Background: an optimization exercise with open tools, aiming at small area and a short achievable clock period. Do not read the settings as production practice. Where RTL was checked, it was by simulation tests only, not by an equivalence proof against the original. No driver is modelled on the clock port, so clock power and skew are understated where the tree is cut down; a real chip needs a root buffer or a tree. Power figures rest on the tool's default switching activity, not on a simulated workload.

Setup of main:
==> flow/design.v <==
module moving_avg_filt(
  input clk,
  input signed [7:0] signal_in,
  output reg signed [7:0] signal_out
  );
  parameter N = 64;  
  reg signed [7:0] q [0:N-1];
  reg [7:0] ss;
  reg [7:0] sc;
  reg [5:0] hi;
  reg ca;
  reg cb;
  reg [13:0] acc;
  reg [5:0] phase;
  reg load_a;
  reg pre_b;
  reg load_b;
  reg keep;
  reg clear;
  integer i;
  wire [7:0] xu = {~signal_in[7], signal_in[6:0]};       
  wire [7:0] q0u = {~q[0][7], q[0][6:0]};                
  wire [7:0] yn = {q[N-1][7], ~q[N-1][6:0]};             
  wire [7:0] a = load_a ? acc[7:0] : ss;
  wire [7:0] b = load_b ? q0u : sc;
  wire [7:0] r1c = load_b ? 8'd0 : yn;
  wire [7:0] s1 = a ^ b ^ r1c;
  wire [8:0] c1 = {(a & b) | (a & r1c) | (b & r1c), keep};    
  wire [7:0] s2 = s1 ^ c1[7:0] ^ xu;
  wire [8:0] c2 = {(s1 & c1[7:0]) | (s1 & xu) | (c1[7:0] & xu), 1'b0};
  wire [5:0] hi_up = hi + 6'd1;
  wire [5:0] hi_dn = hi - 6'd1;
  wire [5:0] hi_next = load_a ? {~acc[13], acc[12:8]} :
                       (ca & cb) ? hi_up : ((ca | cb) ? hi : hi_dn);
  wire [8:0] lo_sum = {1'b0, ss} + {1'b0, sc};
  wire [5:0] hi_sum = hi + {5'd0, ca} + {5'd0, cb} + {5'd0, lo_sum[8]};
  wire [7:0] acc_lo = clear ? 8'd0 : acc[7:0];
  wire [8:0] alo = {1'b0, acc_lo} + {1'b0, q0u};
  wire [5:0] ahi_up = acc[13:8] + 6'd1;
  wire [5:0] ahi = clear ? 6'd0 : (alo[8] ? ahi_up : acc[13:8]);
  always @(posedge clk) begin
    q[0] <= signal_in;
    for (i = 0; i < N - 1; i = i + 1)
      q[i + 1] <= q[i];
    phase <= phase + 6'd1;
    load_a <= (phase == 6'd62);
    pre_b <= (phase == 6'd61);
    load_b <= pre_b;
    keep <= (phase != 6'd62);
    clear <= (phase == 6'd0);
    ss <= s2;
    sc <= c2[7:0];
    ca <= c1[8];
    cb <= c2[8];
    hi <= hi_next;
    acc <= {ahi, alo[7:0]};
    signal_out <= {hi_sum, lo_sum[7:6]};
  end
endmodule
==> flow/config.mk <==
export PLATFORM = sky130hd
export DESIGN_NAME = moving_avg_filt
export DESIGN_NICKNAME = moving_avg_filt
export VERILOG_FILES = /design/flow/design.v
export SDC_FILE = /design/flow/constraint.sdc
export NUM_CORES = 4
export LEC_CHECK = 0
export ABC_CLOCK_PERIOD_IN_PS = 2000
export CAP_MARGIN = 20
export CORE_MARGIN = 2
export CORE_UTILIZATION = 60
export HOLD_SLACK_MARGIN = 0
export PLACE_DENSITY = 0.75
export SLEW_MARGIN = 20
==> flow/constraint.sdc <==
create_clock -name core_clock -period 8.0 [get_ports {clk}]
set_input_delay 1.6000 -clock core_clock [delete_from_list [all_inputs] [get_ports {clk}]]
set_output_delay 1.6000 -clock core_clock [all_outputs]
set_load 0.01 [all_outputs]
standard.sh (not shown) runs the stock make flow with config.mk's settings and CLKGATE_MAP_FILE= SYNTH_SCRIPT=/design/flow/synth_recipe.tcl, a recipe that flattens the netlist after the stock synthesis.
==> flow/flow/run.sh <==
#!/bin/bash
# Standard ORFS layout (standard synthesis unchanged) with port buffers of a
# plain buffer cell, no CTS dummy loads, a tighter setup repair target, and
# the clock tree reshaped after CTS (flow/clocktree.tcl).
set -euo pipefail
bash standard.sh \
  BUFFER_PORTS_ARGS="-buffer_cell sky130_fd_sc_hd__buf_2" \
  CTS_ARGS="-sink_clustering_enable -repair_clock_nets -dont_use_dummy_load -sink_clustering_size 34 -sink_clustering_max_diameter 70 -buf_list {sky130_fd_sc_hd__clkbuf_16}" \
  POST_CTS_TCL="$PWD/flow/clocktree.tcl" \
  SETUP_SLACK_MARGIN=5.4 \
  finish > flow.log 2>&1
Other scripts of this flow, unchanged in this note and not shown: flow/flow/clocktree.tcl
Input-level comparison between the feature branch and main:
==> flow/design.v <==
module moving_avg_filt(
  input clk,
  input signed [7:0] signal_in,
  output reg signed [7:0] signal_out
  );
  parameter N = 64;  
  reg signed [7:0] q [0:N-1];
  reg [13:0] ss;
  reg [13:0] sc;
  reg [13:0] acc;
  reg [5:0] phase;
  reg load_a;
  reg pre_b;
  reg load_b;
  reg keep;
  reg clear;
  integer i;
  wire [7:0] xu = {~signal_in[7], signal_in[6:0]};       
  wire [7:0] q0u = {~q[0][7], q[0][6:0]};                
  wire [7:0] yn = {q[N-1][7], ~q[N-1][6:0]};             
  wire [13:0] a = load_a ? acc : ss;
  wire [13:0] b = load_b ? {6'd0, q0u} : sc;
  wire [13:0] r1c = load_b ? 14'h2000 : {6'h3f, yn};
  wire [13:0] s1 = a ^ b ^ r1c;
  wire [14:0] c1 = {(a & b) | (a & r1c) | (b & r1c), keep};    
  wire [13:0] r2c = {6'd0, xu};
  wire [13:0] s2 = s1 ^ c1[13:0] ^ r2c;
  wire [14:0] c2 = {(s1 & c1[13:0]) | (s1 & r2c) | (c1[13:0] & r2c), 1'b0};
  wire [13:0] sum = ss + sc;
  wire [7:0] acc_lo = clear ? 8'd0 : acc[7:0];
  wire [8:0] alo = {1'b0, acc_lo} + {1'b0, q0u};
  wire [5:0] ahi_up = acc[13:8] + 6'd1;
  wire [5:0] ahi = clear ? 6'd0 : (alo[8] ? ahi_up : acc[13:8]);
  always @(posedge clk) begin
    q[0] <= signal_in;
    for (i = 0; i < N - 1; i = i + 1)
      q[i + 1] <= q[i];
    phase <= phase + 6'd1;
    load_a <= (phase == 6'd62);
    pre_b <= (phase == 6'd61);
    load_b <= pre_b;
    keep <= (phase != 6'd62);
    clear <= (phase == 6'd0);
    ss <= s2;
    sc <= c2[13:0];
    acc <= {ahi, alo[7:0]};
    signal_out <= sum[13:6];
  end
endmodule
Notes after the runs:
Compared with main, in the feature branch amount of wire on met2 after detailed routing lost 20%; register-to-register slack went up; proportion of total power due to net switching moved up; clock skew grew by 0.0047 ns.
On core utilization, the feature branch and main are basically level.
The estimated power of the feature branch ends up higher than the estimate for main.
The feature branch vs main: minimum hold slack up
Delta(average footprint of a synthesized cell, the feature branch - main) < 0
When the final numbers for the feature branch and main were put side by side, the average wire length per cell after detail routing turned out to be smaller in the feature branch.
Setup slack: the feature branch higher than main
The RTL of main was laid out without a check of its function.

==> what the ideal ports hide <==
No port has a modelled driver above. Below, the same layouts with a new extraction and two added sets of constraints. Step 1 sets driving cells, clkbuf_16 on the clock port and buf_2 on the other inputs (assumed; they add their load-dependent delay and slew). Step 2, shift: input delay + t, output delay - t, t = (earliest + latest rising clock arrival at the registers) / 2. This alone moves slack from input paths to output paths. a / b / c = no drivers / after step 1 / after step 2; a / b = the first two.
run | shift t [ns] | slack for setup (ns) | latest minus earliest clock arrival (ns)
main | 0.418 | 5.332 / 5.332 / 5.332 | 0.039 / 0.038
the feature branch | 0.423 | 5.603 / 5.506 / 5.604 | 0.042 / 0.043
After both steps setup and hold are still met in every run listed.
